Context: an optimization exercise on an open-source flow, tuned for small area and a short achievable clock period. The choices shown serve that exercise and are no tape-out recipe. The RTL was checked by simulation tests, not by an equivalence proof against the original design.

Setup of lane 1:
==> flow/design.v (excerpt) <==
module ALU (clk, in_a, in_b, sum, carry_in, carry_out, opcode);
Size: ~7500 cells after synthesis, about 100 I/O pins, ~0.048 sq mm of cells after synthesis.
==> flow/config.mk <==
export PLATFORM = sky130hd
export DESIGN_NAME = ALU
export DESIGN_NICKNAME = ALU
export VERILOG_FILES = /design/flow/design.v
export SDC_FILE = /design/flow/constraint.sdc
export NUM_CORES = 4
export LEC_CHECK = 0
export ABC_AREA = 1
export CAP_MARGIN = 35
export CORE_MARGIN = 2
export CORE_UTILIZATION = 55
export SLEW_MARGIN = 35
==> flow/constraint.sdc <==
create_clock -name core_clock -period 85.0 [get_ports {clk}]
set_input_delay 17.0000 -clock core_clock [delete_from_list [all_inputs] [get_ports {clk}]]
set_output_delay 17.0000 -clock core_clock [all_outputs]
set_load 0.01 [all_outputs]
standard.sh (not shown) runs the stock make flow with config.mk's settings and CLKGATE_MAP_FILE= SYNTH_SCRIPT=/design/flow/synth_recipe.tcl, a recipe that flattens the netlist after the stock synthesis.
==> flow/flow/run.sh <==
#!/bin/bash
set -euo pipefail
MARGIN=27
bash standard.sh SETUP_SLACK_MARGIN=$MARGIN finish > standard_flow.log 2>&1
Inputs modified between lane 1 and lane 2:
==> flow/flow/run.sh <==
#!/bin/bash
set -euo pipefail
MARGIN=21
bash standard.sh SETUP_SLACK_MARGIN=$MARGIN finish > standard_flow.log 2>&1
==> comparison <==
[compare] base=lane 1 new=lane 2: top fanout value on the critical path moved up; global-route wire length before repair moved down.
Against lane 1 as the reference, lane 2 delivers a lower area growth from synthesis to layout.
Lane 2: global routing usage on met3 is 1.1 points lower than what lane 1 reported.
The run showing the smaller share of cell area taken by multi-input logic gates is lane 1.
The final setup slack of the worst path in lane 2 sits 4.70 ns below the value recorded for lane 1.
From lane 2 to lane 1, starting density of the core did not move at all.
Lane 1 → lane 2: number of multi-input combinational cells in the layout did not really move, non-clock buffer count went down.

== run A ==
Another version of the RTL of ALU (not shown whole).
Size in the first run: roughly 33 flip-flops, roughly 100 I/O pins, roughly 46,000 sq um of cells after synthesis.
## ALU
module ALU (clk, in_a, in_b, sum, carry_in, carry_out, opcode);
==> flow/config.mk <==
export PLATFORM = sky130hd
export DESIGN_NAME = ALU
export DESIGN_NICKNAME = ALU
export VERILOG_FILES = /design/flow/design.v
export SDC_FILE = /design/flow/constraint.sdc
export NUM_CORES = 4
export LEC_CHECK = 0
export ABC_AREA = 1
export CAP_MARGIN = 20
export CORE_MARGIN = 2
export CORE_UTILIZATION = 55
export SLEW_MARGIN = 20
==> flow/constraint.sdc <==
create_clock -name core_clock -period 85.0 [get_ports {clk}]
set_input_delay 17.0000 -clock core_clock [delete_from_list [all_inputs] [get_ports {clk}]]
set_output_delay 17.0000 -clock core_clock [all_outputs]
set_load 0.01 [all_outputs]
==> flow/flow/run.sh <==
#!/bin/bash
set -euo pipefail
MARGIN=30
bash standard.sh SETUP_SLACK_MARGIN=$MARGIN finish > standard_flow.log 2>&1
> inputs changed (run A -> run B)
- CAP_MARGIN now 35, was 20
- SLEW_MARGIN now 35, was 20
==> flow/flow/run.sh <==
#!/bin/bash
set -euo pipefail
MARGIN=18
bash standard.sh SETUP_SLACK_MARGIN=$MARGIN finish > standard_flow.log 2>&1
Results
No stage failed in run B, and the final checks on the layout all came back clean.
Looking at routability congestion estimate from global placement across run A and run B, the one that comes out higher is run A.
As of run B, detailed-route vias per instance had fallen by a few percent compared to run A.
| worst endpoint data arrival time | lower: run A |
Termination of the worst setup path: sum[6]$_DFF_P_ -> run A, sum[8]$_DFF_P_ -> run B
Count of placed standard cells in the final layout, fillers left out was higher in run A than in run B.
What run C does differently from run B at the input level:
- SLEW_MARGIN now 20, was 35
- CAP_MARGIN now 20, was 35
Results
- [run C] flow finished | final checks: failed | reasons: capacitance limit, slew limit
- On met1 routing resource usage after global routing, the lower figure sits with run B, not run C.
- Higher total non-filler cell area in the finished layout among run B and run C: run C
- On fmax, run B tracks run C almost exactly.
- Clock period minus worst slack, run B and run C: lower on run C
What run D does differently from run C at the input level:
- swapping 20 for 35 in CAP_MARGIN
- swapping 20 for 35 in SLEW_MARGIN
==> flow/flow/run.sh <==
#!/bin/bash
set -euo pipefail
MARGIN=21
bash standard.sh SETUP_SLACK_MARGIN=$MARGIN finish > standard_flow.log 2>&1
On run D: per-cell via count in the routed design is about 0.8% higher than what run C gave.
Comparing run D and run C, the lower post-cts sizing count was measured on run C.
Run D gives more number of buffers other than clock buffers in the final layout than run C did.
Looking at worst setup slack, run D sits 2.18 ns higher than run C does.
In summary, run D completed successfully, with a layout that passed the timing, design-rule and antenna checks.

-- static timing again, ports no longer ideal --
The flow's constraints put no driver on any port. The routed layouts listed below were extracted and timed again, unchanged, in two steps. Step 1, drivers: a clkbuf_16 drives clk and a buf_2 each remaining input, both assumed. Step 2 adds t to the input delays and takes it off the output delays; t is the mean of the earliest and latest rising clock arrival at the registers after step 1. Input paths then give back, and output paths get back, about the clock's delay inside the block. Three values: ideal, step 1, step 2; two values: the first two.
run | t (ns) | setup slack, ns | worst setup path at the end | clock arrival spread, ns | worst data-port slew with drivers (ns)
lane 1 | 0.346 | 28.827 / 28.853 / 28.508 | input to register | 0.009 / 0.009 | 0.18
lane 2 | 0.348 | 24.129 / 24.150 / 23.803 | input to register | 0.008 / 0.009 | 0.18
run A | 0.348 | 23.603 / 23.585 / 23.237 | input to register | 0.017 / 0.016 | 0.12
run B | 0.362 | 20.860 / 20.830 / 20.468 | input to register | 0.016 / 0.016 | 0.15
run C | 0.362 | 21.000 / 20.968 / 20.606 | input to register | 0.018 / 0.017 | 0.14
run D | 0.356 | 23.178 / 23.163 / 22.807 | input to register | 0.018 / 0.018 | 0.14
For run C, which loses most, drivers alone change the setup slack by -0.032 ns; drivers and shift together by -0.394 ns.
